What follows belongs to an exercise in optimizing a design on an open flow for small area and a short achievable clock period; a production flow would make more cautious choices.
No functional check of the RTL was part of any run shown here.
Power and IR drop assume default switching activity.

<file path="design/flow/run.sh">
#!/bin/bash
# synth_recipe.tcl (not shown) runs the flow's synth.tcl, then flattens the netlist and writes it again
# the make line also repeats each setting of config.mk as NAME=value (left out here)
make -C /OpenROAD-flow-scripts/flow DESIGN_CONFIG=/design/flow/config.mk WORK_HOME=/design/flow/orfs CLKGATE_MAP_FILE= SYNTH_SCRIPT=/design/flow/synth_recipe.tcl finish
</file>
<file path="design/flow/config.mk">
export PLATFORM = sky130hd
export DESIGN_NAME = lab4
export DESIGN_NICKNAME = lab4
export VERILOG_FILES = /design/flow/design.v
export SDC_FILE = /design/flow/constraint.sdc
export NUM_CORES = 4
export LEC_CHECK = 0
export CAP_MARGIN = 20
export CORE_MARGIN = 2
export CORE_UTILIZATION = 40
export CTS_BUF_LIST = sky130_fd_sc_hd__clkbuf_8
export SETUP_SLACK_MARGIN = 5
export SLEW_MARGIN = 20
export SYNTH_HIERARCHICAL = 1
export SYNTH_MINIMUM_KEEP_SIZE = 0
</file>
<file path="design/flow/constraint.sdc">
create_clock -name core_clock -period 13.0 [get_ports {clk}]
set_input_delay 2.6000 -clock core_clock [delete_from_list [all_inputs] [get_ports {clk}]]
set_output_delay 2.6000 -clock core_clock [all_outputs]
set_load 0.01 [all_outputs]
</file>
<file path="design/flow/design.v">
module lab4(Dout, Din, clk, reset);
output  [17:0]  Dout;
input   [7:0]   Din;
input           clk, reset;
reg [7:0] r0, r1, r2, r3, r4, r5, r6, r7, r8, r9, r10;
reg [16:0] s;
wire pas1, pac2;
ha upas1 (.a(r1[0]), .b(r7[0]), .s(pas1), .co(pac2));
wire pas3, pac4;
fa upas3 (.a(r1[1]), .b(r7[1]), .c(pac2), .s(pas3), .co(pac4));
wire pas5, pac6;
fa upas5 (.a(r1[2]), .b(r7[2]), .c(pac4), .s(pas5), .co(pac6));
wire pas7, pac8;
fa upas7 (.a(r1[3]), .b(r7[3]), .c(pac6), .s(pas7), .co(pac8));
wire pas9, pac10;
fa upas9 (.a(r1[4]), .b(r7[4]), .c(pac8), .s(pas9), .co(pac10));
wire pas11, pac12;
fa upas11 (.a(r1[5]), .b(r7[5]), .c(pac10), .s(pas11), .co(pac12));
wire pas13, pac14;
fa upas13 (.a(r1[6]), .b(r7[6]), .c(pac12), .s(pas13), .co(pac14));
wire pas15, pac16;
fa upas15 (.a(r1[7]), .b(r7[7]), .c(pac14), .s(pas15), .co(pac16));
wire pbs17, pbc18;
ha upbs17 (.a(r2[0]), .b(r6[0]), .s(pbs17), .co(pbc18));
wire pbs19, pbc20;
fa upbs19 (.a(r2[1]), .b(r6[1]), .c(pbc18), .s(pbs19), .co(pbc20));
wire pbs21, pbc22;
fa upbs21 (.a(r2[2]), .b(r6[2]), .c(pbc20), .s(pbs21), .co(pbc22));
wire pbs23, pbc24;
fa upbs23 (.a(r2[3]), .b(r6[3]), .c(pbc22), .s(pbs23), .co(pbc24));
wire pbs25, pbc26;
fa upbs25 (.a(r2[4]), .b(r6[4]), .c(pbc24), .s(pbs25), .co(pbc26));
wire pbs27, pbc28;
fa upbs27 (.a(r2[5]), .b(r6[5]), .c(pbc26), .s(pbs27), .co(pbc28));
wire pbs29, pbc30;
fa upbs29 (.a(r2[6]), .b(r6[6]), .c(pbc28), .s(pbs29), .co(pbc30));
wire pbs31, pbc32;
fa upbs31 (.a(r2[7]), .b(r6[7]), .c(pbc30), .s(pbs31), .co(pbc32));
wire pcs33, pcc34;
ha upcs33 (.a(r3[0]), .b(r5[0]), .s(pcs33), .co(pcc34));
wire pcs35, pcc36;
fa upcs35 (.a(r3[1]), .b(r5[1]), .c(pcc34), .s(pcs35), .co(pcc36));
wire pcs37, pcc38;
fa upcs37 (.a(r3[2]), .b(r5[2]), .c(pcc36), .s(pcs37), .co(pcc38));
wire pcs39, pcc40;
fa upcs39 (.a(r3[3]), .b(r5[3]), .c(pcc38), .s(pcs39), .co(pcc40));
wire pcs41, pcc42;
fa upcs41 (.a(r3[4]), .b(r5[4]), .c(pcc40), .s(pcs41), .co(pcc42));
wire pcs43, pcc44;
fa upcs43 (.a(r3[5]), .b(r5[5]), .c(pcc42), .s(pcs43), .co(pcc44));
wire pcs45, pcc46;
fa upcs45 (.a(r3[6]), .b(r5[6]), .c(pcc44), .s(pcs45), .co(pcc46));
wire pcs47, pcc48;
fa upcs47 (.a(r3[7]), .b(r5[7]), .c(pcc46), .s(pcs47), .co(pcc48));
wire n49 = ~pas1;
wire n50 = ~pas3;
wire n51 = ~pas5;
wire n52 = ~pas7;
wire n53 = ~pas9;
wire n54 = ~pas11;
wire n55 = ~pas13;
wire n56 = ~pas15;
wire n57 = ~pac16;
wire pgs58, pgc59;
ha upgs58 (.a(pbs17), .b(n49), .s(pgs58), .co(pgc59));
wire pgs60, pgc61;
fa upgs60 (.a(pgc59), .b(pbs19), .c(n50), .s(pgs60), .co(pgc61));
wire pgs62, pgc63;
fa upgs62 (.a(pbs21), .b(pgc61), .c(n51), .s(pgs62), .co(pgc63));
wire pgs64, pgc65;
fa upgs64 (.a(pbs23), .b(n52), .c(pgc63), .s(pgs64), .co(pgc65));
wire pgs66, pgc67;
fa upgs66 (.a(pbs25), .b(n53), .c(pgc65), .s(pgs66), .co(pgc67));
wire pgs68, pgc69;
fa upgs68 (.a(pbs27), .b(n54), .c(pgc67), .s(pgs68), .co(pgc69));
wire pgs70, pgc71;
fa upgs70 (.a(pbs29), .b(n55), .c(pgc69), .s(pgs70), .co(pgc71));
wire pgs72, pgc73;
fa upgs72 (.a(pbs31), .b(n56), .c(pgc71), .s(pgs72), .co(pgc73));
wire pgs74, pgc75;
fa upgs74 (.a(pbc32), .b(n57), .c(pgc73), .s(pgs74), .co(pgc75));
wire n76 = ~pcs33;
wire n77 = ~pcs35;
wire n78 = ~pcs37;
wire n79 = ~pcs39;
wire n80 = ~pcs41;
wire n81 = ~pcs43;
wire n82 = ~pcs45;
wire n83 = ~pcs47;
wire n84 = ~pcc48;
wire pfs85, pfc86;
ha upfs85 (.a(r4[0]), .b(n76), .s(pfs85), .co(pfc86));
wire pfs87, pfc88;
fa upfs87 (.a(r4[1]), .b(pfc86), .c(n77), .s(pfs87), .co(pfc88));
wire pfs89, pfc90;
fa upfs89 (.a(r4[2]), .b(pfc88), .c(n78), .s(pfs89), .co(pfc90));
wire pfs91, pfc92;
fa upfs91 (.a(r4[3]), .b(n79), .c(pfc90), .s(pfs91), .co(pfc92));
wire pfs93, pfc94;
fa upfs93 (.a(r4[4]), .b(n80), .c(pfc92), .s(pfs93), .co(pfc94));
wire pfs95, pfc96;
fa upfs95 (.a(r4[5]), .b(n81), .c(pfc94), .s(pfs95), .co(pfc96));
wire pfs97, pfc98;
fa upfs97 (.a(r4[6]), .b(n82), .c(pfc96), .s(pfs97), .co(pfc98));
wire pfs99, pfc100;
fa upfs99 (.a(r4[7]), .b(n83), .c(pfc98), .s(pfs99), .co(pfc100));
wire pfs101, pfc102;
ha upfs101 (.a(n84), .b(pfc100), .s(pfs101), .co(pfc102));
wire n103 = ~r10[0];
wire n104 = ~r10[1];
wire n105 = ~r10[2];
wire n106 = ~r10[3];
wire n107 = ~r10[4];
wire n108 = ~r10[5];
wire n109 = ~r10[6];
wire n110 = ~r10[7];
wire ts111, tc112;
xnor2m uts111 (.a(r9[0]), .b(r10[0]), .y(ts111));
or2m utc112 (.a(r9[0]), .b(r10[0]), .y(tc112));
wire ts113, tc114;
ha uts113 (.a(ts111), .b(pfs85), .s(ts113), .co(tc114));
wire ts115, tc116;
fa uts115 (.a(r9[1]), .b(r10[1]), .c(tc112), .s(ts115), .co(tc116));
wire ts117, tc118;
fa uts117 (.a(pas1), .b(ts115), .c(tc114), .s(ts117), .co(tc118));
wire ts119, tc120;
ha uts119 (.a(pfs87), .b(ts117), .s(ts119), .co(tc120));
wire ts121, tc122;
xnor2m uts121 (.a(r9[2]), .b(r10[2]), .y(ts121));
or2m utc122 (.a(r9[2]), .b(r10[2]), .y(tc122));
wire ts123, tc124;
fa uts123 (.a(ts121), .b(pbs17), .c(pcs33), .s(ts123), .co(tc124));
wire ts125, tc126;
fa uts125 (.a(tc116), .b(pas3), .c(ts123), .s(ts125), .co(tc126));
wire ts127, tc128;
fa uts127 (.a(tc118), .b(ts125), .c(tc120), .s(ts127), .co(tc128));
wire ts129, tc130;
ha uts129 (.a(pfs89), .b(ts127), .s(ts129), .co(tc130));
wire ts131, tc132;
xnor2m uts131 (.a(r4[0]), .b(r9[3]), .y(ts131));
or2m utc132 (.a(r4[0]), .b(r9[3]), .y(tc132));
wire ts133, tc134;
fa uts133 (.a(r10[3]), .b(n103), .c(tc122), .s(ts133), .co(tc134));
wire ts135, tc136;
fa uts135 (.a(ts131), .b(ts133), .c(pbs19), .s(ts135), .co(tc136));
wire ts137, tc138;
fa uts137 (.a(pcs35), .b(tc124), .c(pas5), .s(ts137), .co(tc138));
wire ts139, tc140;
fa uts139 (.a(tc126), .b(ts135), .c(ts137), .s(ts139), .co(tc140));
wire ts141, tc142;
fa uts141 (.a(tc128), .b(pfs91), .c(ts139), .s(ts141), .co(tc142));
wire ts143, tc144;
ha uts143 (.a(Din[3]), .b(tc130), .s(ts143), .co(tc144));
wire ts145, tc146;
xnor2m uts145 (.a(r4[1]), .b(r9[0]), .y(ts145));
or2m utc146 (.a(r4[1]), .b(r9[0]), .y(tc146));
wire ts147, tc148;
fa uts147 (.a(r9[4]), .b(r10[4]), .c(n104), .s(ts147), .co(tc148));
wire ts149, tc150;
fa uts149 (.a(tc132), .b(ts145), .c(ts147), .s(ts149), .co(tc150));
wire ts151, tc152;
fa uts151 (.a(tc134), .b(pgs58), .c(ts149), .s(ts151), .co(tc152));
wire ts153, tc154;
fa uts153 (.a(tc136), .b(pbs21), .c(pcs37), .s(ts153), .co(tc154));
wire ts155, tc156;
fa uts155 (.a(pas7), .b(tc138), .c(ts151), .s(ts155), .co(tc156));
wire ts157, tc158;
fa uts157 (.a(ts153), .b(tc140), .c(ts155), .s(ts157), .co(tc158));
wire ts159, tc160;
fa uts159 (.a(Din[0]), .b(Din[4]), .c(pfs93), .s(ts159), .co(tc160));
wire ts161, tc162;
fa uts161 (.a(tc144), .b(tc142), .c(ts157), .s(ts161), .co(tc162));
wire ts163, tc164;
fa uts163 (.a(r4[2]), .b(r0[0]), .c(r8[0]), .s(ts163), .co(tc164));
wire ts165, tc166;
fa uts165 (.a(r9[1]), .b(r9[5]), .c(r10[5]), .s(ts165), .co(tc166));
wire ts167, tc168;
fa uts167 (.a(n105), .b(tc146), .c(tc148), .s(ts167), .co(tc168));
wire ts169, tc170;
fa uts169 (.a(ts163), .b(ts165), .c(pgs58), .s(ts169), .co(tc170));
wire ts171, tc172;
fa uts171 (.a(tc150), .b(ts167), .c(ts169), .s(ts171), .co(tc172));
wire ts173, tc174;
fa uts173 (.a(pgs60), .b(tc152), .c(pbs23), .s(ts173), .co(tc174));
wire ts175, tc176;
fa uts175 (.a(pcs39), .b(tc154), .c(ts171), .s(ts175), .co(tc176));
wire ts177, tc178;
fa uts177 (.a(pas9), .b(tc156), .c(ts173), .s(ts177), .co(tc178));
wire ts179, tc180;
fa uts179 (.a(Din[1]), .b(Din[5]), .c(ts175), .s(ts179), .co(tc180));
wire ts181, tc182;
fa uts181 (.a(tc158), .b(ts177), .c(ts179), .s(ts181), .co(tc182));
wire ts183, tc184;
fa uts183 (.a(pfs95), .b(tc160), .c(tc162), .s(ts183), .co(tc184));
wire ts185, tc186;
fa uts185 (.a(r4[3]), .b(r0[1]), .c(r8[1]), .s(ts185), .co(tc186));
wire ts187, tc188;
fa uts187 (.a(r9[2]), .b(r9[6]), .c(r10[6]), .s(ts187), .co(tc188));
wire ts189, tc190;
fa uts189 (.a(n106), .b(tc164), .c(tc166), .s(ts189), .co(tc190));
wire ts191, tc192;
fa uts191 (.a(ts185), .b(ts187), .c(pfs85), .s(ts191), .co(tc192));
wire ts193, tc194;
fa uts193 (.a(tc168), .b(ts189), .c(tc170), .s(ts193), .co(tc194));
wire ts195, tc196;
fa uts195 (.a(ts191), .b(pgs60), .c(ts193), .s(ts195), .co(tc196));
wire ts197, tc198;
fa uts197 (.a(tc172), .b(pgs62), .c(pbs25), .s(ts197), .co(tc198));
wire ts199, tc200;
fa uts199 (.a(pcs41), .b(tc174), .c(tc176), .s(ts199), .co(tc200));
wire ts201, tc202;
fa uts201 (.a(ts195), .b(Din[2]), .c(Din[6]), .s(ts201), .co(tc202));
wire ts203, tc204;
fa uts203 (.a(pas11), .b(tc178), .c(ts197), .s(ts203), .co(tc204));
wire ts205, tc206;
fa uts205 (.a(tc180), .b(ts199), .c(ts201), .s(ts205), .co(tc206));
wire ts207, tc208;
fa uts207 (.a(ts203), .b(tc182), .c(ts205), .s(ts207), .co(tc208));
wire ts209, tc210;
ha uts209 (.a(pfs97), .b(tc184), .s(ts209), .co(tc210));
wire ts211, tc212;
xnor2m uts211 (.a(r4[4]), .b(r0[2]), .y(ts211));
or2m utc212 (.a(r4[4]), .b(r0[2]), .y(tc212));
wire ts213, tc214;
fa uts213 (.a(r8[2]), .b(r9[3]), .c(r9[7]), .s(ts213), .co(tc214));
wire ts215, tc216;
fa uts215 (.a(r10[7]), .b(n107), .c(ts211), .s(ts215), .co(tc216));
wire ts217, tc218;
fa uts217 (.a(tc186), .b(tc188), .c(ts213), .s(ts217), .co(tc218));
wire ts219, tc220;
fa uts219 (.a(ts215), .b(tc190), .c(ts217), .s(ts219), .co(tc220));
wire ts221, tc222;
fa uts221 (.a(tc192), .b(pfs87), .c(tc194), .s(ts221), .co(tc222));
wire ts223, tc224;
fa uts223 (.a(ts219), .b(pgs62), .c(tc196), .s(ts223), .co(tc224));
wire ts225, tc226;
fa uts225 (.a(ts221), .b(pgs64), .c(Din[3]), .s(ts225), .co(tc226));
wire ts227, tc228;
fa uts227 (.a(Din[7]), .b(pbs27), .c(pcs43), .s(ts227), .co(tc228));
wire ts229, tc230;
fa uts229 (.a(tc198), .b(tc200), .c(ts223), .s(ts229), .co(tc230));
wire ts231, tc232;
fa uts231 (.a(tc202), .b(ts225), .c(pas13), .s(ts231), .co(tc232));
wire ts233, tc234;
fa uts233 (.a(tc204), .b(ts227), .c(ts229), .s(ts233), .co(tc234));
wire ts235, tc236;
fa uts235 (.a(tc206), .b(ts231), .c(ts233), .s(ts235), .co(tc236));
wire ts237, tc238;
fa uts237 (.a(tc208), .b(tc210), .c(pfs99), .s(ts237), .co(tc238));
wire ts239, tc240;
xnor2m uts239 (.a(r4[5]), .b(r0[3]), .y(ts239));
or2m utc240 (.a(r4[5]), .b(r0[3]), .y(tc240));
wire ts241, tc242;
fa uts241 (.a(r8[3]), .b(r9[4]), .c(n108), .s(ts241), .co(tc242));
wire ts243, tc244;
fa uts243 (.a(tc212), .b(ts239), .c(tc214), .s(ts243), .co(tc244));
wire ts245, tc246;
fa uts245 (.a(ts241), .b(tc216), .c(tc218), .s(ts245), .co(tc246));
wire ts247, tc248;
fa uts247 (.a(ts243), .b(tc220), .c(ts245), .s(ts247), .co(tc248));
wire ts249, tc250;
fa uts249 (.a(pfs89), .b(tc222), .c(ts247), .s(ts249), .co(tc250));
wire ts251, tc252;
fa uts251 (.a(pgs64), .b(Din[4]), .c(tc224), .s(ts251), .co(tc252));
wire ts253, tc254;
fa uts253 (.a(ts249), .b(pgs66), .c(tc226), .s(ts253), .co(tc254));
wire ts255, tc256;
fa uts255 (.a(pbs29), .b(pcs45), .c(tc228), .s(ts255), .co(tc256));
wire ts257, tc258;
fa uts257 (.a(tc230), .b(ts251), .c(ts253), .s(ts257), .co(tc258));
wire ts259, tc260;
fa uts259 (.a(pas15), .b(tc232), .c(ts255), .s(ts259), .co(tc260));
wire ts261, tc262;
fa uts261 (.a(tc234), .b(ts257), .c(ts259), .s(ts261), .co(tc262));
wire ts263, tc264;
fa uts263 (.a(tc236), .b(pfs101), .c(tc238), .s(ts263), .co(tc264));
wire ts265, tc266;
fa uts265 (.a(r4[6]), .b(r0[4]), .c(r8[4]), .s(ts265), .co(tc266));
wire ts267, tc268;
fa uts267 (.a(r9[5]), .b(n109), .c(tc240), .s(ts267), .co(tc268));
wire ts269, tc270;
fa uts269 (.a(tc242), .b(ts265), .c(ts267), .s(ts269), .co(tc270));
wire ts271, tc272;
fa uts271 (.a(tc244), .b(ts269), .c(tc246), .s(ts271), .co(tc272));
wire ts273, tc274;
fa uts273 (.a(tc248), .b(ts271), .c(pfs91), .s(ts273), .co(tc274));
wire ts275, tc276;
fa uts275 (.a(Din[5]), .b(tc250), .c(pgs66), .s(ts275), .co(tc276));
wire ts277, tc278;
fa uts277 (.a(ts273), .b(tc252), .c(pgs68), .s(ts277), .co(tc278));
wire ts279, tc280;
fa uts279 (.a(tc254), .b(ts275), .c(pac16), .s(ts279), .co(tc280));
wire ts281, tc282;
fa uts281 (.a(pbs31), .b(pcs47), .c(tc256), .s(ts281), .co(tc282));
wire ts283, tc284;
fa uts283 (.a(ts277), .b(tc258), .c(ts279), .s(ts283), .co(tc284));
wire ts285, tc286;
fa uts285 (.a(tc260), .b(ts281), .c(pfc102), .s(ts285), .co(tc286));
wire ts287, tc288;
fa uts287 (.a(ts283), .b(tc262), .c(ts285), .s(ts287), .co(tc288));
wire ts289, tc290;
fa uts289 (.a(r4[7]), .b(r0[5]), .c(r8[5]), .s(ts289), .co(tc290));
wire ts291, tc292;
fa uts291 (.a(r9[6]), .b(n110), .c(tc266), .s(ts291), .co(tc292));
wire ts293, tc294;
fa uts293 (.a(ts289), .b(tc268), .c(ts291), .s(ts293), .co(tc294));
wire ts295, tc296;
fa uts295 (.a(tc270), .b(ts293), .c(tc272), .s(ts295), .co(tc296));
wire ts297, tc298;
fa uts297 (.a(Din[6]), .b(ts295), .c(pfs93), .s(ts297), .co(tc298));
wire ts299, tc300;
fa uts299 (.a(tc274), .b(pgs68), .c(tc276), .s(ts299), .co(tc300));
wire ts301, tc302;
fa uts301 (.a(ts297), .b(pbc32), .c(pcc48), .s(ts301), .co(tc302));
wire ts303, tc304;
fa uts303 (.a(pgs70), .b(tc278), .c(ts299), .s(ts303), .co(tc304));
wire ts305, tc306;
fa uts305 (.a(tc280), .b(tc282), .c(ts301), .s(ts305), .co(tc306));
wire ts307, tc308;
fa uts307 (.a(ts303), .b(tc284), .c(ts305), .s(ts307), .co(tc308));
wire ts309, tc310;
ha uts309 (.a(tc286), .b(ts307), .s(ts309), .co(tc310));
wire ts311, tc312;
fa uts311 (.a(r0[6]), .b(r8[6]), .c(r9[7]), .s(ts311), .co(tc312));
wire ts313, tc314;
fa uts313 (.a(tc290), .b(ts311), .c(tc292), .s(ts313), .co(tc314));
wire ts315, tc316;
fa uts315 (.a(tc294), .b(ts313), .c(Din[7]), .s(ts315), .co(tc316));
wire ts317, tc318;
fa uts317 (.a(tc296), .b(ts315), .c(pfs95), .s(ts317), .co(tc318));
wire ts319, tc320;
fa uts319 (.a(tc298), .b(pgs70), .c(tc300), .s(ts319), .co(tc320));
wire ts321, tc322;
fa uts321 (.a(ts317), .b(tc302), .c(pgs72), .s(ts321), .co(tc322));
wire ts323, tc324;
fa uts323 (.a(tc304), .b(ts319), .c(tc306), .s(ts323), .co(tc324));
wire ts325, tc326;
fa uts325 (.a(ts321), .b(tc308), .c(ts323), .s(ts325), .co(tc326));
wire ts327, tc328;
xnor2m uts327 (.a(r0[7]), .b(r8[7]), .y(ts327));
or2m utc328 (.a(r0[7]), .b(r8[7]), .y(tc328));
wire ts329, tc330;
fa uts329 (.a(ts327), .b(tc312), .c(tc314), .s(ts329), .co(tc330));
wire ts331, tc332;
fa uts331 (.a(ts329), .b(tc316), .c(pfs97), .s(ts331), .co(tc332));
wire ts333, tc334;
fa uts333 (.a(tc318), .b(pgs72), .c(tc320), .s(ts333), .co(tc334));
wire ts335, tc336;
fa uts335 (.a(ts331), .b(pgs74), .c(tc322), .s(ts335), .co(tc336));
wire ts337, tc338;
fa uts337 (.a(ts333), .b(tc324), .c(ts335), .s(ts337), .co(tc338));
wire ts339, tc340;
xnor2m uts339 (.a(tc328), .b(tc330), .y(ts339));
or2m utc340 (.a(tc328), .b(tc330), .y(tc340));
wire ts341, tc342;
fa uts341 (.a(ts339), .b(pfs99), .c(tc332), .s(ts341), .co(tc342));
wire ts343, tc344;
fa uts343 (.a(pgc75), .b(pgs74), .c(tc334), .s(ts343), .co(tc344));
wire ts345, tc346;
fa uts345 (.a(ts341), .b(tc336), .c(ts343), .s(ts345), .co(tc346));
wire ts347, tc348;
xnor2m uts347 (.a(tc340), .b(pfs101), .y(ts347));
or2m utc348 (.a(tc340), .b(pfs101), .y(tc348));
wire ts349, tc350;
fa uts349 (.a(pgc75), .b(tc342), .c(ts347), .s(ts349), .co(tc350));
wire ts351, tc352;
ha uts351 (.a(tc344), .b(ts349), .s(ts351), .co(tc352));
wire ts353, tc354;
xnor2m uts353 (.a(pfc102), .b(tc348), .y(ts353));
or2m utc354 (.a(pfc102), .b(tc348), .y(tc354));
wire ts355, tc356;
ha uts355 (.a(ts353), .b(tc350), .s(ts355), .co(tc356));
wire ts357, tc358;
xnor2m uts357 (.a(tc354), .b(tc356), .y(ts357));
or2m utc358 (.a(tc354), .b(tc356), .y(tc358));
wire tls359, tlc360;
ha utls359 (.a(ts113), .b(Din[0]), .s(tls359), .co(tlc360));
wire tls361, tlc362;
fa utls361 (.a(ts119), .b(Din[1]), .c(tlc360), .s(tls361), .co(tlc362));
wire tls363, tlc364;
fa utls363 (.a(Din[2]), .b(ts129), .c(tlc362), .s(tls363), .co(tlc364));
wire tls365, tlc366;
fa utls365 (.a(ts143), .b(ts141), .c(tlc364), .s(tls365), .co(tlc366));
wire tls367, tlc368;
fa utls367 (.a(ts159), .b(ts161), .c(tlc366), .s(tls367), .co(tlc368));
wire tls369, tlc370;
fa utls369 (.a(ts181), .b(ts183), .c(tlc368), .s(tls369), .co(tlc370));
wire tls371, tlc372;
fa utls371 (.a(ts207), .b(ts209), .c(tlc370), .s(tls371), .co(tlc372));
wire tls373, tlc374;
fa utls373 (.a(ts235), .b(ts237), .c(tlc372), .s(tls373), .co(tlc374));
wire tls375, tlc376;
fa utls375 (.a(ts261), .b(ts263), .c(tlc374), .s(tls375), .co(tlc376));
wire tls377, tlc378;
fa utls377 (.a(tc264), .b(ts287), .c(tlc376), .s(tls377), .co(tlc378));
wire h0s379, h0c380;
ha uh0s379 (.a(tc288), .b(ts309), .s(h0s379), .co(h0c380));
wire h0s381, h0c382;
fa uh0s381 (.a(tc310), .b(ts325), .c(h0c380), .s(h0s381), .co(h0c382));
wire h0s383, h0c384;
fa uh0s383 (.a(tc326), .b(ts337), .c(h0c382), .s(h0s383), .co(h0c384));
wire h0s385, h0c386;
fa uh0s385 (.a(tc338), .b(ts345), .c(h0c384), .s(h0s385), .co(h0c386));
wire h0s387, h0c388;
fa uh0s387 (.a(ts351), .b(tc346), .c(h0c386), .s(h0s387), .co(h0c388));
wire h0s389, h0c390;
fa uh0s389 (.a(tc352), .b(ts355), .c(h0c388), .s(h0s389), .co(h0c390));
wire h0s391, h0c392;
ha uh0s391 (.a(ts357), .b(h0c390), .s(h0s391), .co(h0c392));
wire h1s393, h1c394;
xnor2m uh1s393 (.a(tc288), .b(ts309), .y(h1s393));
or2m uh1c394 (.a(tc288), .b(ts309), .y(h1c394));
wire h1s395, h1c396;
fa uh1s395 (.a(tc310), .b(ts325), .c(h1c394), .s(h1s395), .co(h1c396));
wire h1s397, h1c398;
fa uh1s397 (.a(tc326), .b(ts337), .c(h1c396), .s(h1s397), .co(h1c398));
wire h1s399, h1c400;
fa uh1s399 (.a(tc338), .b(ts345), .c(h1c398), .s(h1s399), .co(h1c400));
wire h1s401, h1c402;
fa uh1s401 (.a(ts351), .b(tc346), .c(h1c400), .s(h1s401), .co(h1c402));
wire h1s403, h1c404;
fa uh1s403 (.a(tc352), .b(ts355), .c(h1c402), .s(h1s403), .co(h1c404));
wire h1s405, h1c406;
ha uh1s405 (.a(ts357), .b(h1c404), .s(h1s405), .co(h1c406));
wire [6:0] sh0 = {h0s391, h0s389, h0s387, h0s385, h0s383, h0s381, h0s379};
wire [6:0] sh1 = {h1s405, h1s403, h1s401, h1s399, h1s397, h1s395, h1s393};
wire [16:0] s_next = {tlc378 ? sh1 : sh0, tls377, tls375, tls373, tls371, tls369, tls367, tls365, tls363, tls361, tls359};
always @(posedge clk) begin
    if (!reset) begin
        r0 <= 8'h00;
        r1 <= 8'hff;
        r2 <= 8'h00;
        r3 <= 8'hff;
        r4 <= 8'h00;
        r5 <= 8'hff;
        r6 <= 8'h00;
        r7 <= 8'hff;
        r8 <= 8'h00;
        r9 <= 8'h00;
        r10 <= 8'hff;
        s  <= 17'd130817;
    end else begin
        r0 <= Din;
        r1 <= ~r0;
        r2 <= ~r1;
        r3 <= ~r2;
        r4 <= ~r3;
        r5 <= ~r4;
        r6 <= ~r5;
        r7 <= ~r6;
        r8 <= ~r7;
        r9 <= r8;
        r10 <= ~r9;
        s  <= s_next;
    end
end
wire n407 = ~Din[0];
wire n408 = ~Din[1];
wire n409 = ~Din[2];
wire n410 = ~Din[3];
wire n411 = ~Din[4];
wire n412 = ~Din[5];
wire n413 = ~Din[6];
wire n414 = ~Din[7];
wire os415, oc416;
ha uos415 (.a(s[3]), .b(Din[0]), .s(os415), .co(oc416));
wire os417, oc418;
fa uos417 (.a(s[4]), .b(Din[1]), .c(n411), .s(os417), .co(oc418));
wire os419, oc420;
fa uos419 (.a(s[5]), .b(Din[2]), .c(n412), .s(os419), .co(oc420));
wire os421, oc422;
fa uos421 (.a(s[6]), .b(Din[3]), .c(n413), .s(os421), .co(oc422));
wire os423, oc424;
fa uos423 (.a(s[7]), .b(Din[4]), .c(n414), .s(os423), .co(oc424));
wire os425, oc426;
ha uos425 (.a(s[8]), .b(Din[5]), .s(os425), .co(oc426));
wire os427, oc428;
ha uos427 (.a(s[9]), .b(Din[6]), .s(os427), .co(oc428));
wire os429, oc430;
ha uos429 (.a(s[10]), .b(Din[7]), .s(os429), .co(oc430));
wire [11:0] lo = {oc430, oc428, oc426, oc424, oc422, oc420, oc418, oc416, n410, s[2], s[1], s[0]} + {1'b0, os429, os427, os425, os423, os421, os419, os417, os415, n409, n408, n407};
wire [5:0] ones = {&s[15:11], &s[14:11], &s[13:11], &s[12:11], s[11], 1'b1};
assign Dout = {1'b0, s[16:11] ^ (ones & {6{lo[11]}}), lo[10:0]};
endmodule
module fa(a, b, c, s, co);
input a, b, c;
output s, co;
assign s = a ^ b ^ c;
assign co = (a & b) | (c & (a ^ b));
endmodule
module xnor2m(a, b, y);
input a, b;
output y;
assign y = ~(a ^ b);
endmodule
module or2m(a, b, y);
input a, b;
output y;
assign y = a | b;
endmodule
module ha(a, b, s, co);
input a, b;
output s, co;
assign s = a ^ b;
assign co = a & b;
endmodule
</file>
==> results of run 1 <==
-- cell usage in the layout, fill, tap and decap left out, drive strengths merged, types with 5 or more instances in the layout --
cell / n
and2: 25
clkbuf: 11
fa: 165
mux2i: 7
nand2: 52
buf: 11
clkdlybuf4s50: 11
nor2: 5
or2: 11
xor2: 9
nor3: 5
nor2b: 32
xnor2: 18
dfxtp: 105
ha: 33
inv: 37
-- cell usage after synthesis, drive strengths merged --
master / number / area [um^2]
nor2: 5 / 18.8
xnor2: 18 / 158
and2: 25 / 156
or2: 11 / 68.8
fa: 165 / 3300
nor3: 5 / 36.3
nand2b: 4 / 25.0
a31oi: 1 / 6.26
inv: 34 / 128
o211ai: 3 / 22.5
xor2: 9 / 78.8
a21oi: 4 / 20.0
nor3b: 1 / 12.5
a211oi: 1 / 12.5
a221o: 1 / 10.0
nor4b: 2 / 47.6
and4b: 1 / 10.0
buf: 1 / 7.51
conb: 1 / 3.75
nand4: 1 / 6.26
mux2i: 7 / 70.1
o21a: 1 / 15.0
a21o: 3 / 22.5
clkbuf: 12 / 45.0
ha: 33 / 413
dfxtp: 105 / 2100
o21ai: 3 / 15.0
nor2b: 32 / 200
nand2: 52 / 195
a31o: 1 / 8.76
-- worst max-delay path, delay by kind of cell --
family                   cells  cell delay (ps)
adder cells (fa/ha/maj)      2              820
XOR/XNOR                     1              160
AND/OR/NAND/NOR              3              650
AO/OA/AOI/OAI                2              370
buffers and inverters        3              670
-- routing by layer --
metal  up-vias  part of all wire  GRT usage
met5         -                 0          0
met4         0             0.017     0.0430
met3        13             0.028     0.0339
met2        41              0.51      0.254
met1      1947              0.45      0.201
li1       1732                 -          -
-- modules after synthesis (local to each module, per instance) --
module / flip-flops and latches / copies in the design / cells
fa: 0 / 164 / 1
xnor2m: 0 / 12 / 1
lab4: 105 / 1 / 333
ha: 0 / 22 / 1
or2m: 0 / 11 / 1
-- path summary, 6_finish.rpt --
kind | endpoint | startpoint | depth (start not counted)
worst max-delay path | Dout[16] | Din[1] | 11
worst min-delay path | r7[5] | r6[5] | 1
worst max register to register | s[16] | r2[0] | 21
worst min register to register | r7[5] | r6[5] | 1
-- logic make-up (layout without fill, tap and decap cells) --
kind of cell,count (synthesis),count (layout),share of synthesized area
mux,7,7,0.00971
other cells,1,1,0.000520
flops,105,105,0.291
compound gates,18,18,0.0184
buf+inv,47,84,0.0250
xor+xnor,27,27,0.0328
simple gates,139,139,0.108
fa+ha+maj,198,198,0.515
-- timing repair --
action	CTS	global route
resized for setup	46	17
pin swaps	6	4
setup endpoints to repair	13	7
cloned	0	0
buffers inserted	7	0
-- stage by stage --
stage	total power, mW	std cells	setup WS (ps)	hold slack (ps)
after detailed placement	1.28	785	4330	387
after CTS	1.51	808	4860	396
final	1.49	808	5110	405
after global routing	1.65	808	4860	438
after global placement	1.26	785	4410	376
after floorplan	1.03	542	5220	362
-- final cells by class --
type | count | share of cell area
clock buffer | 9 | 0.0154
clock inverter | 7 | 0.0109
inverter | 34 | 0.0159
multi-input combinational | 390 | 0.624
sequential | 105 | 0.261
tap | 229 | 0.0356
timing repair buffer | 34 | 0.0370
-- power by group --
group          switching [mW]  internal, mW  leakage (nW)
sequential             0.0153         0.351         0.857
clock                   0.126        0.0934         0.101
combinational           0.431         0.473          2.49
==> flow_summary.yaml, run 1 <==
status:
  outcome: "timing/DRC/antenna clean"
routing:
  vias: 3733
  wirelength_um: 13100
  first_pass_iters: 4
  vias_per_cell: 4.62
  postRouteAntennaNets: 0
  wl_per_cell_um: 16.2
  remaining_drc_errors: 0
  drt_iter0_markers: 182
clocking:
  cts_max_level: 3
  hold_buffers: 0
  cts-root-buf: "clkbuf_8"
  clkTransAtPathRegs_ps: 100
  cts_tree: "done"
  cts_max_path_buffers: 2
  clock-sinks: 105
  clock_latency_ps: 400
  numCtsBuffers: 9
grt:
  antenna_found_initial: 0
  grt_max_degree: 106
  grt_overflow_total: 0
  grtUsageTotal: 0.152
  grt_pass1_vias: 4362
  grt_pass1_wl_um: 22300
yosys:
  synth_area_per_cell_um2: 13.3
  synth_nets: 750
  synth_seq_cells: 105
  yosysWarnings: 7
  yosysSeqAreaShare: 0.291
  synthesis.area_mm2: 0.00722
  synthCells: 542
  ys_types: 31
critical_path:
  cp_data_arrival_time_ps: 5290
  r2r_setup_slack_ps: 5160
  required_ps: 10400
  crit_chain: "clkdlybuf4s18_2 -> fa_1 -> ha_4 -> o211ai_1 -> o211ai_1 -> and4b_2 -> nor3_4 -> buf_4 -> nor4b_4 -> xor2_1 -> clkdlybuf4s15_1"
  critical_path.most_common_cell: "o211ai_1"
  crit_slowest_cell: "fa_1"
  cp_max_fo: 6
  critPathCaptureType: "output pin"
  cpPeakStageDelay_ps: 500
  crit_type: "input port to output pin"
  worstSetupStartpointType: "input port"
sta:
  finalSetupViolCount: 0
  fin_skew_ps: 22.0
  tns_ps: 0
  slew_violations: 0
  grt_setup_unrepaired: "true"
  fmax_mhz: 127
  post-route-period-util: 0.607
  min_period_ps: 7890
  relSlewSlack: 0.402
  hold_violations: 0
  worst_pin_slew_ps: 897
die:
  core_mm2: 0.0178
  rows: 49
  fp.dieW_um: 138
  io_pins: 28
  initial_core_util: 0.405
  die_height_um: 138
  die-area_mm2: 0.0191
layout:
  max_flop_register: "s"
  final_area_mm2: 0.00805
  seq_area_mm2: 0.00210
  fill_cells: 1603
  antenna_cells: 0
  multi_input_area_mm2: 0.00502
  final_util: 0.451
  drive_above_1_share: 0.107
  final_nets: 782
  area_growth_pct: 11.5
  largest_register_ffs: 17
power_and_ir_drop:
  p_leak_nw: 3.45
  ir_drop_uv: 157
  powerDensity_mw_per_mm2: 185
run:
  maxCapViolCount: 0
placed_design:
  dp_hpwl_um: 11100
  dpl_cell_area_mm2: 0.00771
  gp_congestion: 0.865
  numPortBuffers: 26
worst_hold_path:
  holdCritPathClass: "flip-flop to flip-flop"
==> run 2, diff against run 1 <==
==> design/flow/flow/run.sh (new file) <==
#!/bin/bash
# Standard layout (the standard.sh), with a larger setup-slack margin for
# the resizer's repair_timing so that it keeps shortening the critical paths.
set -euo pipefail
MARGIN=5.5
sed -e "s/\"\${@:-finish}\"/SETUP_SLACK_MARGIN=$MARGIN \"\${@:-finish}\"/" standard.sh > standard_margin.sh
grep -q "SETUP_SLACK_MARGIN=$MARGIN" standard_margin.sh
bash standard_margin.sh > standard.log 2>&1
==> design/flow/standard.sh (new file) <==
#!/bin/bash
# synth_recipe.tcl (not shown) runs the flow's synth.tcl, then flattens the netlist and writes it again
# the make line also repeats each setting of config.mk as NAME=value (left out here)
make -C /OpenROAD-flow-scripts/flow DESIGN_CONFIG=/design/flow/config.mk WORK_HOME=/design/flow/orfs CLKGATE_MAP_FILE= SYNTH_SCRIPT=/design/flow/synth_recipe.tcl "${@:-finish}"
--- a/design/flow/config.mk
+++ b/design/flow/config.mk
@@ -11,3 +11,2 @@
 export CTS_BUF_LIST = sky130_fd_sc_hd__clkbuf_8
-export SETUP_SLACK_MARGIN = 5
 export SLEW_MARGIN = 20
removed: design/flow/run.sh
==> flow_summary.yaml, run 2 <==
layout:
  fill_cells: 1597
  drive_above_1_share: 0.231
  final_common_cell: "fa_1"
  antenna_cells: 0
  area_growth_pct: 16.1
  final_util: 0.470
  max_flop_register: "s"
  final_nets: 796
  largest_register_ffs: 17
  final_cell_mix: "fa_1 (114), dfxtp_1 (102), nand2_1 (52), fa_2 (51)"
die:
  rows: 49
  die-area_mm2: 0.0191
  io_pins: 28
  fp.dieW_um: 138
  initial_core_util: 0.405
  core_mm2: 0.0178
  die_height_um: 138
critical_path:
  cp_max_fo: 3
  required_ps: 13240
  cp_data_arrival_time_ps: 7790
  crit_end: "s[16]"
  r2r_setup_slack_ps: 5450
  worstSetupStartpointType: "flip-flop"
  rr_startpoint: "r3[0]"
  reg2reg_to: "s[16]"
  r2r_cells: 21
  crit_type: "flip-flop to flip-flop"
  critPathCaptureType: "flip-flop"
  startpoint: "r3[0]"
routing:
  first_pass_iters: 4
  vias: 3844
  remaining_drc_errors: 0
  drt_iter0_markers: 186
  postRouteAntennaNets: 0
  vias_per_cell: 4.68
  wirelength_um: 13600
  wl_per_cell_um: 16.6
clocking:
  cts_max_path_buffers: 2
  numCtsBuffers: 9
  hold_buffers: 0
  cts_tree: "done"
  clock-sinks: 105
  cts-root-buf: "clkbuf_8"
  clock_latency_ps: 390
  cts_max_level: 3
  clkTransAtPathRegs_ps: 100
grt:
  grt_overflow_total: 0
  grtUsageTotal: 0.154
  grt_pass1_wl_um: 22700
  grt_pass1_vias: 4346
  grt_max_degree: 106
  antenna_found_initial: 0
sta:
  fin_skew_ps: 10.6
  fmax_mhz: 132
  slew_violations: 0
  setup_ws_ps: 5450
  min_period_ps: 7550
  hold_violations: 0
  worst_pin_slew_ps: 900
  finalSetupViolCount: 0
  relSlewSlack: 0.400
  post-route-period-util: 0.581
  tns_ps: 0
  grt_setup_unrepaired: "true"
yosys:
  synth_area_per_cell_um2: 13.3
  yosysSeqAreaShare: 0.291
  synthesis.area_mm2: 0.00722
  synth_edf_count: 0
  synth_nets: 750
  synth_common_cells: "fa_1 (165), dfxtp_1 (105), nand2_1 (52), inv_1 (34), ha_1 (33)"
  yosys-top-cells-area: "fa_1 (46%), dfxtp_1 (29%), ha_1 (5.7%), nor2b_1 (2.8%), nand2_1 (2.7%)"
  synth_flop_cell: "dfxtp_1"
  synthCells: 542
  yosysTopAreaCell: "fa_1"
  yosysWarnings: 7
  synth_seq_cells: 105
  ys_types: 31
  synth_top_area_share: 0.458
  synthMostInstantiatedCell: "fa_1"
  ys_async_sr_fraction: 0
worst_hold_path:
  holdCritPathClass: "flip-flop to flip-flop"
placed_design:
  place_worst_setup_slack_ps: 4340
  numPortBuffers: 26
  gp_congestion: 0.844
  dp_hpwl_um: 11100
run:
  maxCapViolCount: 0
power_and_ir_drop:
  p_total_mw: 1.59
  p_leak_nw: 3.51
  powerDensity_mw_per_mm2: 189
  ir_drop_uv: 152
status:
  outcome: "timing/DRC/antenna clean"
## run 2: cell counts after synthesis
Identical to the previous run, type by type.
## run 2: metrics by stage
step / hold slack, ps / instances / cell area [um^2]
CTS: 404 / 815 / 8220
global placement: 375 / 785 / 7770
finish: 398 / 822 / 8380
floorplan: 362 / 542 / 7270
detailed placement: 380 / 785 / 7770
global route: 409 / 822 / 8380
## run 2: per-layer routing
layer / vias to the layer above / track usage / share of wire
li1: 1765 / - / -
met4: 0 / 0.0403 / 0.015
met1: 2031 / 0.208 / 0.44
met2: 36 / 0.253 / 0.51
met5: - / 0 / 0
met3: 12 / 0.0353 / 0.026
## run 2: logic make-up after synthesis
family	after synthesis	share of synthesized area
adders and majority gates	198	0.515
and+or+nand+nor	139	0.108
DFF	105	0.291
buffers and inverters	47	0.0250
xor gates and xnor gates	27	0.0328
AOI/OAI and AO/OA	18	0.0184
muxes	7	0.00971
other	1	0.000520
## run 2: worst min path at each step
stage	to	cells after the start	from	slack, ps
after floorplan	r7[0]	1	r6[0]	360
after global placement	r7[0]	1	r6[0]	370
after detailed placement	r7[0]	1	r6[0]	380
after CTS	r7[0]	1	r6[0]	400
after global routing	r7[0]	1	r6[0]	410
final	r7[0]	1	r6[0]	400
## run 2: report_power, final
group | switching (mW) | internal (mW)
logic | 0.470 | 0.543
registers | 0.0162 | 0.351
clock network | 0.114 | 0.0934
## run 2: cell type report
type                            count  area [um^2]  share of cell area
Multi-Input combinational cell    390         5250               0.627
Sequential cell                   105         2110               0.251
Clock buffer                       10          138              0.0164
Inverter                           34          130              0.0155
Timing Repair Buffer               48          409              0.0488
Tap cell                          229          287              0.0342
Clock inverter                      6         60.1             0.00716
## run 2: critical path, stage by stage, from the launching register on
cell and delay, ps:
dfxtp_2 350, ha_4 160, fa_2 340, fa_2 360, fa_2 390, fa_2 410, fa_2 370, fa_2 390
fa_2 410, fa_1 590, fa_1 440, fa_2 560, ha_4 210, or2_4 250, fa_2 340, fa_2 340
fa_2 340, fa_2 340, fa_2 330, ha_1 270, mux2i_1 130, nand2_1 80
## run 2: what timing repair did
item / in CTS / in global routing
hold endpoints to repair: 0 / 0
setup buffers: 14 / 7
endpoints found under the setup margin: 15 / 11
gates resized for setup: 123 / 34
pin swaps: 37 / 46
## run 2: Yosys stat by module (local to each module, per instance)
module | cells | times used
lab4 | 333 | 1
fa | 1 | 164
ha | 1 | 22
xnor2m | 1 | 12
or2m | 1 | 11
==> run 3, diff against run 2 <==
==> design/flow/flow/run.sh (replaced) <==
#!/bin/bash
# The standard layout (standard.sh) with two changes to the resizer's
# settings: the port buffers are plain buffers (BUF) instead of the delay-cell
# footprint-mates buffer_ports picks by default, and repair_timing aims for a
# setup slack margin of MARGIN ns.
set -euo pipefail
MARGIN=5.5
BUF=sky130_fd_sc_hd__buf_2
export BUFFER_PORTS_ARGS="-buffer_cell $BUF"
sed -e "s/\"\${@:-finish}\"/SETUP_SLACK_MARGIN=$MARGIN \"\${@:-finish}\"/" standard.sh > standard_margin.sh
grep -q "SETUP_SLACK_MARGIN=$MARGIN" standard_margin.sh
bash standard_margin.sh > standard.log 2>&1
==> flow_summary.yaml, run 3 <==
status:
  outcome: "timing/DRC/antenna clean"
yosys:
  ys_types: 31
  yosysSeqAreaShare: 0.291
  synth_nets: 750
  synthCells: 542
  synthesis.area_mm2: 0.00722
  synth_flop_cell: "dfxtp_1"
  ys_async_sr_fraction: 0
  yosysWarnings: 7
  synthMostInstantiatedCell: "fa_1"
  yosysTopAreaCell: "fa_1"
  synth_area_per_cell_um2: 13.3
  synth_seq_cells: 105
  synth_common_cells: "fa_1 (165), dfxtp_1 (105), nand2_1 (52), inv_1 (34), ha_1 (33)"
  synth_edf_count: 0
  synth_top_area_share: 0.458
  yosys-top-cells-area: "fa_1 (46%), dfxtp_1 (29%), ha_1 (5.7%), nor2b_1 (2.8%), nand2_1 (2.7%)"
sta:
  fin_skew_ps: 19.1
  fmax_mhz: 132
  tns_ps: 0
  post-route-period-util: 0.582
  hold_ws_ps: 391
  hold_violations: 0
  slew_violations: 0
  worst_pin_slew_ps: 900
  grt_setup_unrepaired: "true"
  min_period_ps: 7570
  finalSetupViolCount: 0
  relSlewSlack: 0.400
power_and_ir_drop:
  switching_power_mw: 0.598
  p_leak_nw: 3.48
  clkPwrFrac: 0.146
  p_seq_frac: 0.240
  p_int_mw: 0.929
  combPwrFrac: 0.614
  swShare: 0.392
  powerDensity_mw_per_mm2: 185
  ir_drop_uv: 127
clocking:
  clkTransAtPathRegs_ps: 110
  numCtsBuffers: 9
  clock_latency_ps: 390
  cts_max_level: 3
  cts-root-buf: "clkbuf_8"
  clock-sinks: 105
  cts_tree: "done"
  cts_max_path_buffers: 2
die:
  core_mm2: 0.0178
  rows: 49
  io_pins: 28
  die-area_mm2: 0.0191
  die_height_um: 138
  fp.dieW_um: 138
  initial_core_util: 0.405
grt:
  grt_overflow_total: 0
  grtUsageTotal: 0.151
  grt_max_degree: 106
  grt_pass1_vias: 4355
  antenna_found_initial: 0
  grt_pass1_wl_um: 22200
placed_design:
  numPortBuffers: 26
  dp.cells: 785
  gp_congestion: 0.859
  dp_hpwl_um: 11100
layout:
  final_nets: 793
  fill_cells: 1565
  final_common_cell: "fa_1"
  fin_cells: 819
  drive_above_1_share: 0.234
  max_flop_register: "s"
  area_growth_pct: 14.3
  final_cell_mix: "fa_1 (115), dfxtp_1 (102), nand2_1 (52), fa_2 (50), nor2b_1 (32)"
  multi_input_area_mm2: 0.00518
  largest_register_ffs: 17
  seq_area_mm2: 0.00211
  antenna_cells: 0
critical_path:
  crit_chain: "buf_12 -> fa_1 -> ha_4 -> o211ai_1 -> o211ai_1 -> and4b_2 -> nor3_4 -> buf_12 -> nor4b_4 -> xor2_1 -> buf_2"
  crit_slowest_cell: "fa_1"
  cp_data_arrival_time_ps: 4970
  worstSetupStartpointType: "input port"
  crit_type: "input port to output pin"
  cpPeakStageDelay_ps: 490
  required_ps: 10400
  critPathCaptureType: "output pin"
  cp_max_fo: 6
run:
  maxCapViolCount: 0
routing:
  wl_per_cell_um: 16.2
  vias: 3768
  remaining_drc_errors: 0
  drt_iter0_markers: 145
  first_pass_iters: 5
  postRouteAntennaNets: 0
  vias_per_cell: 4.60
  wirelength_um: 13300
worst_hold_path:
  holdCritPathClass: "flip-flop to flip-flop"
==> run 3: final timing paths <==
check                            start  endpoint  slack (ps)  cells past startpoint
worst max register to register   r3[0]     s[16]        5470                     21
worst max-delay path            Din[1]  Dout[14]        5430                     11
worst min register to register   r6[0]     r7[0]         390                      1
worst min-delay path             r6[0]     r7[0]         390                      1
==> run 3: what timing repair did <==
| action | in CTS | in global routing |
|---|---|---|
| resized for setup | 48 | 24 |
| endpoints found under the hold margin | 0 | 0 |
| buffers inserted | 10 | 8 |
| pin swaps | 25 | 32 |
| hold buffers | 0 | 0 |
| endpoints found under the setup margin | 8 | 9 |
==> run 3: layout make-up <==
cell class | count | area share
clock buffer | 10 | 0.0167
clock inverter | 6 | 0.0102
inverter | 34 | 0.0158
multi-input combinational | 390 | 0.628
sequential | 105 | 0.255
tap | 229 | 0.0347
timing repair buffer | 45 | 0.0396
==> run 3: cell families after synthesis <==
family | share of synthesized area
AOI/OAI and AO/OA | 0.0184
other | 0.000520
buffers and inverters | 0.0250
xor gates and xnor gates | 0.0328
muxes | 0.00971
DFF | 0.291
adders and majority gates | 0.515
and+or+nand+nor | 0.108
==> run 3: worst max-delay path: cells and delay by family <==
| family | cells | cell delay (ps) |
|---|---|---|
| AO/OA/AOI/OAI | 2 | 360 |
| adder cells (fa/ha/maj) | 2 | 800 |
| AND/OR/NAND/NOR | 3 | 630 |
| XOR/XNOR | 1 | 160 |
| buffers and inverters | 3 | 410 |
==> run 3: power groups by stage <==
| stage | clock network [mW] | registers, mW | logic, mW |
|---|---|---|---|
| final | 0.224 | 0.366 | 0.937 |
| after global routing | 0.242 | 0.369 | 1.08 |
| after CTS | 0.231 | 0.366 | 0.925 |
| after detailed placement | 0 | 0.373 | 0.892 |
| after global placement | 0 | 0.373 | 0.870 |
| after floorplan | 0 | 0.370 | 0.694 |
==> run 3: through the flow <==
stage / power [mW] / instance area, um^2 / worst slack (ps) / utilization
floorplan: 1.06 / 7270 / 5510 / -
global placement: 1.24 / 7640 / 5160 / 0.429
detailed placement: 1.27 / 7640 / 5120 / 0.429
CTS: 1.52 / 8100 / 5380 / 0.454
global route: 1.69 / 8250 / 5220 / 0.462
finish: 1.53 / 8250 / 5430 / 0.462
==> run 3: modules after synthesis (local to each module, per instance) <==
module | cells inside | cell area, um^2 | flip-flops and latches
fa | 1 | 20.0 | 0
xnor2m | 1 | 8.76 | 0
or2m | 1 | 6.26 | 0
lab4 | 333 | 3490 | 105
ha | 1 | 12.5 | 0
==> run 3: metal layers <==
layer,up-vias,routed length (um),part of all wire,GRT usage
met2,36,6880,0.52,0.251
met3,10,332,0.025,0.0287
met4,0,159,0.012,0.0419
li1,1758,-,-,-
met5,-,0,0,0
met1,1964,5900,0.44,0.204
==> run 4, diff against run 3 <==
--- a/design/flow/flow/run.sh
+++ b/design/flow/flow/run.sh
@@ -6,3 +6,3 @@
 set -euo pipefail
-MARGIN=5.5
+MARGIN=5
 BUF=sky130_fd_sc_hd__buf_2
==> flow_summary.yaml, run 4 <==
routing:
  vias_per_cell: 4.67
  wirelength_um: 13400
  postRouteAntennaNets: 0
  remaining_drc_errors: 0
  wl_per_cell_um: 16.6
  first_pass_iters: 4
  vias: 3781
  drt_iter0_markers: 91
placed_design:
  dp.cells: 785
  gp_congestion: 0.858
  place_worst_setup_slack_ps: 4810
  dp_hpwl_um: 11500
  numPortBuffers: 26
  dpl_cell_area_mm2: 0.00759
clocking:
  cts_max_level: 3
  clkTransAtPathRegs_ps: 110
  numCtsBuffers: 9
  cts_max_path_buffers: 2
  cts-root-buf: "clkbuf_8"
  cts_tree: "done"
  clock_latency_ps: 400
  clock-sinks: 105
sta:
  min_period_ps: 7780
  relSlewSlack: 0.382
  slew_violations: 0
  setup_ws_ps: 5220
  finalSetupViolCount: 0
  fin_skew_ps: 21.3
  hold_ws_ps: 402
  hold_violations: 0
  grt_setup_unrepaired: "false"
  tns_ps: 0
  worst_pin_slew_ps: 926
  post-route-period-util: 0.599
  fmax_mhz: 128
yosys:
  synth_top_area_share: 0.458
  synth_seq_cells: 105
  yosysTopAreaCell: "fa_1"
  synthMostInstantiatedCell: "fa_1"
  yosysSeqAreaShare: 0.291
  synthCells: 542
  synth_common_cells: "fa_1 (165), dfxtp_1 (105), nand2_1 (52), inv_1 (34), ha_1 (33)"
  yosysWarnings: 7
  synthesis.area_mm2: 0.00722
  synth_nets: 750
  synth_flop_cell: "dfxtp_1"
  synth_area_per_cell_um2: 13.3
  ys_types: 31
  synth_edf_count: 0
  ys_async_sr_fraction: 0
  yosys-top-cells-area: "fa_1 (46%), dfxtp_1 (29%), ha_1 (5.7%), nor2b_1 (2.8%), nand2_1 (2.7%)"
critical_path:
  rr_startpoint: "r3[0]"
  worstSetupStartpointType: "flip-flop"
  cpPeakStageDelay_ps: 560
  cp_num_buf_inv: 0
  cp_data_arrival_time_ps: 8040
  startpoint: "r3[0]"
  path_delay_family: "adder cells"
  required_ps: 13250
  critPathCaptureType: "flip-flop"
  critical_path.most_common_cell: "fa_2"
  crit_slowest_cell: "fa_2"
  cp_max_fo: 3
  crit_type: "flip-flop to flip-flop"
  crit_chain: "ha_2 -> fa_2 -> fa_2 -> fa_2 -> fa_2 -> fa_2 -> fa_2 -> fa_1 -> fa_2 -> fa_1 -> fa_2 -> ha_4 -> or2_1 -> fa_1 -> fa_2 -> fa_1 -> fa_1 -> fa_1 -> ha_1 -> mux2i_1 -> nand2_1"
layout:
  fill_cells: 1588
  max_flop_register: "s"
  largest_register_ffs: 17
  final_nets: 783
  final_area_mm2: 0.00797
  antenna_cells: 0
  area_growth_pct: 10.3
  drive_above_1_share: 0.171
  final_util: 0.446
  final_common_cell: "fa_1"
  fin_cells: 809
  final_cell_mix: "fa_1 (127), dfxtp_1 (105), nand2_1 (52), fa_2 (38), inv_1 (34)"
worst_hold_path:
  holdCritPathClass: "flip-flop to flip-flop"
  hold_start: "r6[0]"
power_and_ir_drop:
  switching_power_mw: 0.581
  combPwrFrac: 0.609
  p_int_mw: 0.865
  clkPwrFrac: 0.138
  powerDensity_mw_per_mm2: 182
  ir_drop_uv: 125
  p_seq_frac: 0.253
  p_leak_nw: 3.40
  p_total_mw: 1.45
  swShare: 0.402
grt:
  grtUsageTotal: 0.151
  grt_pass1_vias: 4331
  grt_overflow_total: 0
  antenna_found_initial: 0
  grt_max_degree: 106
  grt_pass1_wl_um: 22100
die:
  initial_core_util: 0.405
  core_mm2: 0.0178
  fp.dieW_um: 138
  die_height_um: 138
  die-area_mm2: 0.0191
  rows: 49
  io_pins: 28
status:
  outcome: "timing/DRC/antenna clean"
run:
  maxCapViolCount: 0
==> run 4: final cells by class <==
| cell class | count | area [um^2] | share of cell area |
|---|---|---|---|
| Timing Repair Buffer | 35 | 198 | 0.0248 |
| Tap cell | 229 | 287 | 0.0360 |
| Clock buffer | 9 | 124 | 0.0156 |
| Clock inverter | 7 | 66.3 | 0.00833 |
| Inverter | 34 | 128 | 0.0160 |
| Sequential cell | 105 | 2100 | 0.264 |
| Multi-Input combinational cell | 390 | 5060 | 0.635 |
==> run 4: power by group through the flow <==
| stage | sequential [mW] | combinational [mW] | clock [mW] |
|---|---|---|---|
| 6_report | 0.366 | 0.881 | 0.199 |
| 5_1_grt | 0.369 | 1.01 | 0.218 |
| 4_1_cts | 0.366 | 0.890 | 0.206 |
| 3_5_place_dp | 0.374 | 0.872 | 0 |
| 3_3_place_gp | 0.373 | 0.840 | 0 |
| 2_1_floorplan | 0.370 | 0.665 | 0 |
==> run 4: worst paths after layout <==
check,to,slack [ps],depth (start not counted)
max,s[16],5220,21
max reg2reg,s[16],5220,21
min,r7[0],400,1
min reg2reg,r7[0],400,1
==> run 4: Yosys stat by module, one instance, submodules excluded <==
module | cell area (um^2) | cells
lab4 | 3490 | 333
xnor2m | 8.76 | 1
or2m | 6.26 | 1
fa | 20.0 | 1
ha | 12.5 | 1
==> run 4: kinds of logic (layout without fill, tap and decap cells) <==
family / Yosys count / count (layout) / share of synthesized area
muxes: 7 / 7 / 0.00971
DFF: 105 / 105 / 0.291
other: 1 / 1 / 0.000520
xor gates and xnor gates: 27 / 27 / 0.0328
adders and majority gates: 198 / 198 / 0.515
AOI/OAI and AO/OA: 18 / 18 / 0.0184
and+or+nand+nor: 139 / 139 / 0.108
buffers and inverters: 47 / 85 / 0.0250
==> run 4: what timing repair did <==
| item | CTS | global route |
|---|---|---|
| pin swaps | 13 | 17 |
| setup endpoints to repair | 1 | 1 |
| buffers inserted | 5 | 3 |
| gates resized for setup | 21 | 22 |
| cloned | 0 | 0 |
| hold buffers | 0 | 0 |
==> run 4: routing by layer <==
| metal | share of wire | vias up | global-route usage |
|---|---|---|---|
| li1 | - | 1740 | - |
| met1 | 0.44 | 1979 | 0.196 |
| met2 | 0.51 | 47 | 0.256 |
| met3 | 0.032 | 15 | 0.0322 |
| met4 | 0.013 | 0 | 0.0435 |
| met5 | 0 | - | 0 |

## afterwards: timing with drivers on the ports
No port has a modelled driver above. Below, the same layouts with a new extraction and two added sets of constraints. Step 1 (the two cells are an assumption about what drives the block):
set clk [get_ports {clk}]
set_driving_cell -lib_cell sky130_fd_sc_hd__clkbuf_16 $clk
set_driving_cell -lib_cell sky130_fd_sc_hd__buf_2 [delete_from_list [all_inputs] $clk]
Step 2 adds t to the input delays and takes it off the output delays; t is the mean of the earliest and latest rising clock arrival at the registers after step 1. Input paths then give back, and output paths get back, about the clock's delay inside the block. Slacks: ideal / step 1 / step 2; pairs: ideal / step 1.
run	t, ns	slack for setup (ns)	worst hold slack (ns)
run 1	0.427	5.111 / 5.086 / 4.761	0.405 / 0.405 / 0.405
run 2	0.420	5.450 / 5.406 / 5.197	0.398 / 0.398 / 0.398
run 3	0.424	5.433 / 5.376 / 5.171	0.391 / 0.391 / 0.391
run 4	0.426	5.215 / 5.198 / 4.982	0.402 / 0.402 / 0.402
After both steps setup and hold are still met in every run listed. For run 1, which loses most, drivers alone change the setup slack by -0.025 ns; drivers and shift together by -0.350 ns.
